From an optimization exercise on the open Yosys and OpenROAD flow, aimed at small area and a short achievable clock period; shortcuts taken in it are not production practice. RTL that was checked went through simulation tests only; none was proved equivalent to the original. No activity file was given, so power comes from the tool's default toggle rates.

Setup of before:
==> flow/design.v <==
module SPI_RAM(din,clk,rst_n,rx_valid,dout);
input [9:0] din;
input clk,rst_n,rx_valid;
output reg [7:0] dout;
reg [2:0] ph;             
reg [7:0] wr_addr;
reg wz;                   
reg [7:0] rd_addr;
reg wp;                   
reg wpz;                  
reg [7:0] wdata;
reg [7:0] rs;             
wire [7:0] wt = wpz ? 8'd0 : wr_addr;
wire wnow = wp && (ph == wt[2:0]);
wire [7:0] tap [0:31];
genvar r;
generate
    for (r = 0; r < 32; r = r + 1) begin : ring
        reg [63:0] q;     
        wire we = wnow && (wt[7:3] == r);
        always @(posedge clk)
            q <= {q[55:0], we ? wdata : q[63:56]};
        assign tap[r] = q[7:0];
    end
endgenerate
wire deliver = rx_valid && rst_n;
always @(posedge clk)
    ph <= ph + 3'd1;
always @(posedge clk) begin
    if (deliver && din[9:8] == 2'b01) begin
        wp    <= 1'b1;
        wpz   <= wz;
        wdata <= din[7:0];
    end else if (wnow)
        wp <= 1'b0;
    if (rx_valid && din[9:8] == 2'b00)
        wr_addr <= din[7:0];
    if (!rst_n)
        wz <= 1'b1;
    else if (rx_valid && din[9:8] == 2'b00)
        wz <= 1'b0;
    if (!rst_n)
        rd_addr <= 8'd0;
    else if (rx_valid && din[9:8] == 2'b10)
        rd_addr <= din[7:0];
    if (ph - 3'd1 == rd_addr[2:0])
        rs <= tap[rd_addr[7:3]];
    if (deliver && din[9:8] == 2'b11)
        dout <= rs;
end
endmodule
module SPI_Slave(MOSI,clk,SS_n,tx_data,rst_n,MISO,rx_valid,rx_data);
    input MOSI,clk,SS_n,rst_n;
    input [7:0] tx_data;
    output reg MISO,rx_valid;
    output [9:0] rx_data;
localparam IDLE  = 3'd0;
localparam CHK   = 3'd1;
localparam WRITE = 3'd2;
localparam RDATA = 3'd3;
localparam RADD  = 3'd4;
reg [2:0] cs;
reg [3:0] bit_count;
reg read_ctrl;            
reg is_read_cmd;          
reg flag;                 
reg b0;                   
reg [9:0] sh;             
wire wpath = (cs == WRITE);
assign rx_data = {sh[9:1], wpath ? b0 : sh[0]};
wire cap = rx_valid & rx_data[9] & rx_data[8];
always @(posedge clk)
    sh <= {sh[8:0], MOSI};
always @(posedge clk) begin
    if (!rst_n) begin
        cs          <= IDLE;
        rx_valid    <= 1'b0;
        MISO        <= 1'b0;
        read_ctrl   <= 1'b0;
        is_read_cmd <= 1'b0;
        flag        <= 1'b0;
        b0          <= 1'b0;
    end else begin
        rx_valid <= 1'b0;
        if (rx_valid && wpath)
            b0 <= sh[0];
        if (cap)
            flag <= 1'b1;
        case (cs)
            IDLE: begin
                MISO <= 1'b0;
                if (!SS_n) cs <= CHK;
            end
            CHK: begin
                if (SS_n)
                    cs <= IDLE;
                else begin
                    is_read_cmd <= MOSI;
                    cs <= is_read_cmd ? (read_ctrl ? RDATA : RADD) : WRITE;
                end
            end
            WRITE, RADD: begin
                if (SS_n || bit_count == 4'd10)
                    cs <= IDLE;
                else if (bit_count == 4'd9) begin
                    rx_valid <= 1'b1;
                    if (cs == RADD) read_ctrl <= 1'b1;
                end
            end
            RDATA: begin
                if (SS_n || bit_count == 4'd10)
                    cs <= IDLE;
                else begin
                    MISO <= flag && !bit_count[3] && tx_data[~bit_count[2:0]];
                    if (bit_count == 4'd9) begin
                        read_ctrl <= 1'b0;
                        flag <= 1'b0;
                    end
                end
            end
            default: cs <= IDLE;
        endcase
    end
end
always @(posedge clk) begin
    if (cs == CHK)
        bit_count <= 4'd0;
    else
        bit_count <= bit_count + 4'd1;
end
endmodule
module TopModule(MOSI,clk,SS_n,rst_n,MISO);
    input MOSI,clk,SS_n,rst_n;
    output MISO;
    wire [9:0] rx_data;
    wire rx_valid;
    wire [7:0] tx_data;
    SPI_Slave spi_slave (MOSI,clk,SS_n,tx_data,rst_n,MISO,rx_valid,rx_data);
    SPI_RAM ram(rx_data,clk,rst_n,rx_valid,tx_data);
endmodule
==> flow/config.mk <==
export PLATFORM = sky130hd
export DESIGN_NAME = TopModule
export DESIGN_NICKNAME = TopModule
export VERILOG_FILES = /design/flow/design.v
export SDC_FILE = /design/flow/constraint.sdc
export NUM_CORES = 8
export LEC_CHECK = 0
export CAP_MARGIN = 30
export CORE_MARGIN = 2
export CORE_UTILIZATION = 40
export SETUP_SLACK_MARGIN = 0.5
export SLEW_MARGIN = 20
==> flow/constraint.sdc <==
create_clock -name core_clock -period 7.0 [get_ports {clk}]
set_input_delay 1.4000 -clock core_clock [delete_from_list [all_inputs] [get_ports {clk}]]
set_output_delay 1.4000 -clock core_clock [all_outputs]
set_load 0.01 [all_outputs]
run.sh (not shown) runs the stock make flow with config.mk's settings and CLKGATE_MAP_FILE= SYNTH_SCRIPT=/design/flow/synth_recipe.tcl, a recipe that flattens the netlist after the stock synthesis.
before closes out successfully: all stages finished, all timing, DRC and antenna checks passed.
#### Input delta (after over before)
-- flow/design.v --
<<< before, line 3
input clk,rst_n,rx_valid;
output reg [7:0] dout;
reg [2:0] ph;             
reg [7:0] wr_addr;
reg wz;                   
>>> after, line 3
input clk,rst_n,rx_valid;
output reg [7:0] dout;
reg [3:0] cnt;            
reg [7:0] wr_addr;
reg wz;                   
<<< before, line 11
reg [7:0] wdata;
reg [7:0] rs;             
wire [7:0] wt = wpz ? 8'd0 : wr_addr;
wire wnow = wp && (ph == wt[2:0]);
wire [7:0] tap [0:31];
genvar r;
>>> after, line 11
reg [7:0] wdata;
reg [7:0] rs;             
reg wr, wr_n;             
wire [7:0] wt = wpz ? 8'd0 : wr_addr;
wire [7:0] wd = wdata ^ {8{~cnt[3]}};
wire [3:0] cntm1 = cnt - 4'd1;
wire [7:0] tap [0:31];
genvar r;
<<< before, line 18
    for (r = 0; r < 32; r = r + 1) begin : ring
        reg [63:0] q;     
        wire we = wnow && (wt[7:3] == r);
        always @(posedge clk)
            q <= {q[55:0], we ? wdata : q[63:56]};
        assign tap[r] = q[7:0];
    end
endgenerate
wire deliver = rx_valid && rst_n;
always @(posedge clk)
    ph <= ph + 3'd1;
always @(posedge clk) begin
    if (deliver && din[9:8] == 2'b01) begin
        wp    <= 1'b1;
        wpz   <= wz;
        wdata <= din[7:0];
    end else if (wnow)
        wp <= 1'b0;
    if (rx_valid && din[9:8] == 2'b00)
        wr_addr <= din[7:0];
>>> after, line 20
    for (r = 0; r < 32; r = r + 1) begin : ring
        reg [63:0] q;     
        wire sel = (wt[7:3] == r);
        wire a = sel & wr;
        wire b = ~sel | wr_n;
        always @(posedge clk)
            q <= {q[55:0], ~((q[63:56] | {8{a}}) & (wd | {8{b}}))};
        assign tap[r] = q[7:0];
    end
endgenerate
wire deliver = rx_valid && rst_n;
wire put = deliver && din[9:8] == 2'b01;
wire wp_nx = put | (wp & ~wr);
wire wpz_nx = put ? wz : wpz;
wire [2:0] wt_nx = wpz_nx ? 3'd0 : wr_addr[2:0];
wire wr_nx = wp_nx && (cnt[2:0] + 3'd1 == wt_nx);
always @(posedge clk)
    cnt <= cnt + 4'd1;
always @(posedge clk) begin
    wp   <= wp_nx;
    wpz  <= wpz_nx;
    wr   <= wr_nx;
    wr_n <= ~wr_nx;
    if (put)
        wdata <= din[7:0];
    if (rx_valid && din[9:8] == 2'b00)
        wr_addr <= din[7:0];
<<< before, line 44
    else if (rx_valid && din[9:8] == 2'b10)
        rd_addr <= din[7:0];
    if (ph - 3'd1 == rd_addr[2:0])
        rs <= tap[rd_addr[7:3]];
    if (deliver && din[9:8] == 2'b11)
        dout <= rs;
>>> after, line 53
    else if (rx_valid && din[9:8] == 2'b10)
        rd_addr <= din[7:0];
    if (cntm1[2:0] == rd_addr[2:0])
        rs <= tap[rd_addr[7:3]] ^ {8{cntm1[3]}};
    if (deliver && din[9:8] == 2'b11)
        dout <= rs;
--- outcome ---
- Between after and before, the synthesized-area fraction occupied by adder cells does not differ in any meaningful way.
- before → after: global-route wire length before repair went up by 12,000 um, ratio of cells with drive above 1 in the final layout went down by 8.2 points, signed area change from the synthesized netlist to the final layout went up by 1.1 points.
- Between after and before, it is after whose portion of total power attributed to the clock network is higher, by 1.0 points.
- On routed wire length on met3, the lower figure sits with before, not after.
- The sequential cell count of after and that of before are within noise of each other.
- Final weighted congestion of routability-driven global placement for after: 1.7% up relative to before
- A capture point of the critical path of ram.rs[3] is what after shows, while ram.rs[1] belongs to before.
- before has lower routed wire length than after.
- Going from before to after, the final critical-path setup slack was found to have gone up by 0.0033 ns.
The RTL of after was laid out without a check of its function.

==> separate check: timing with driven ports <==
No port has a modelled driver above. Below, the same layouts with a new extraction and two added sets of constraints.
Step 1 (the two cells are an assumption about what drives the block):
set clk [get_ports {clk}]
set_driving_cell -lib_cell sky130_fd_sc_hd__clkbuf_16 $clk
set_driving_cell -lib_cell sky130_fd_sc_hd__buf_2 [delete_from_list [all_inputs] $clk]
Step 2 moves the port delays by t, midway between the first and last clock arrival at a register: inputs arrive t later, outputs are due t later. That takes back most of the time a late clock gives input paths.
Three values: no drivers, after step 1, after step 2; two values: the first two.
| run | t (ns) | slack for setup (ns) | slew at the worst register clock pin (ns) | cell pins on the clock port's net |
|---|---|---|---|---|
| before | 0.829 | 3.698 / 3.698 / 3.698 | 0.07 / 0.07 | 1 |
| after | 0.830 | 3.701 / 3.701 / 3.638 | 0.07 / 0.07 | 1 |
After both steps every run listed still meets setup and hold. For after, which loses most, drivers alone change the setup slack by 0.000 ns; drivers and shift together by -0.063 ns.
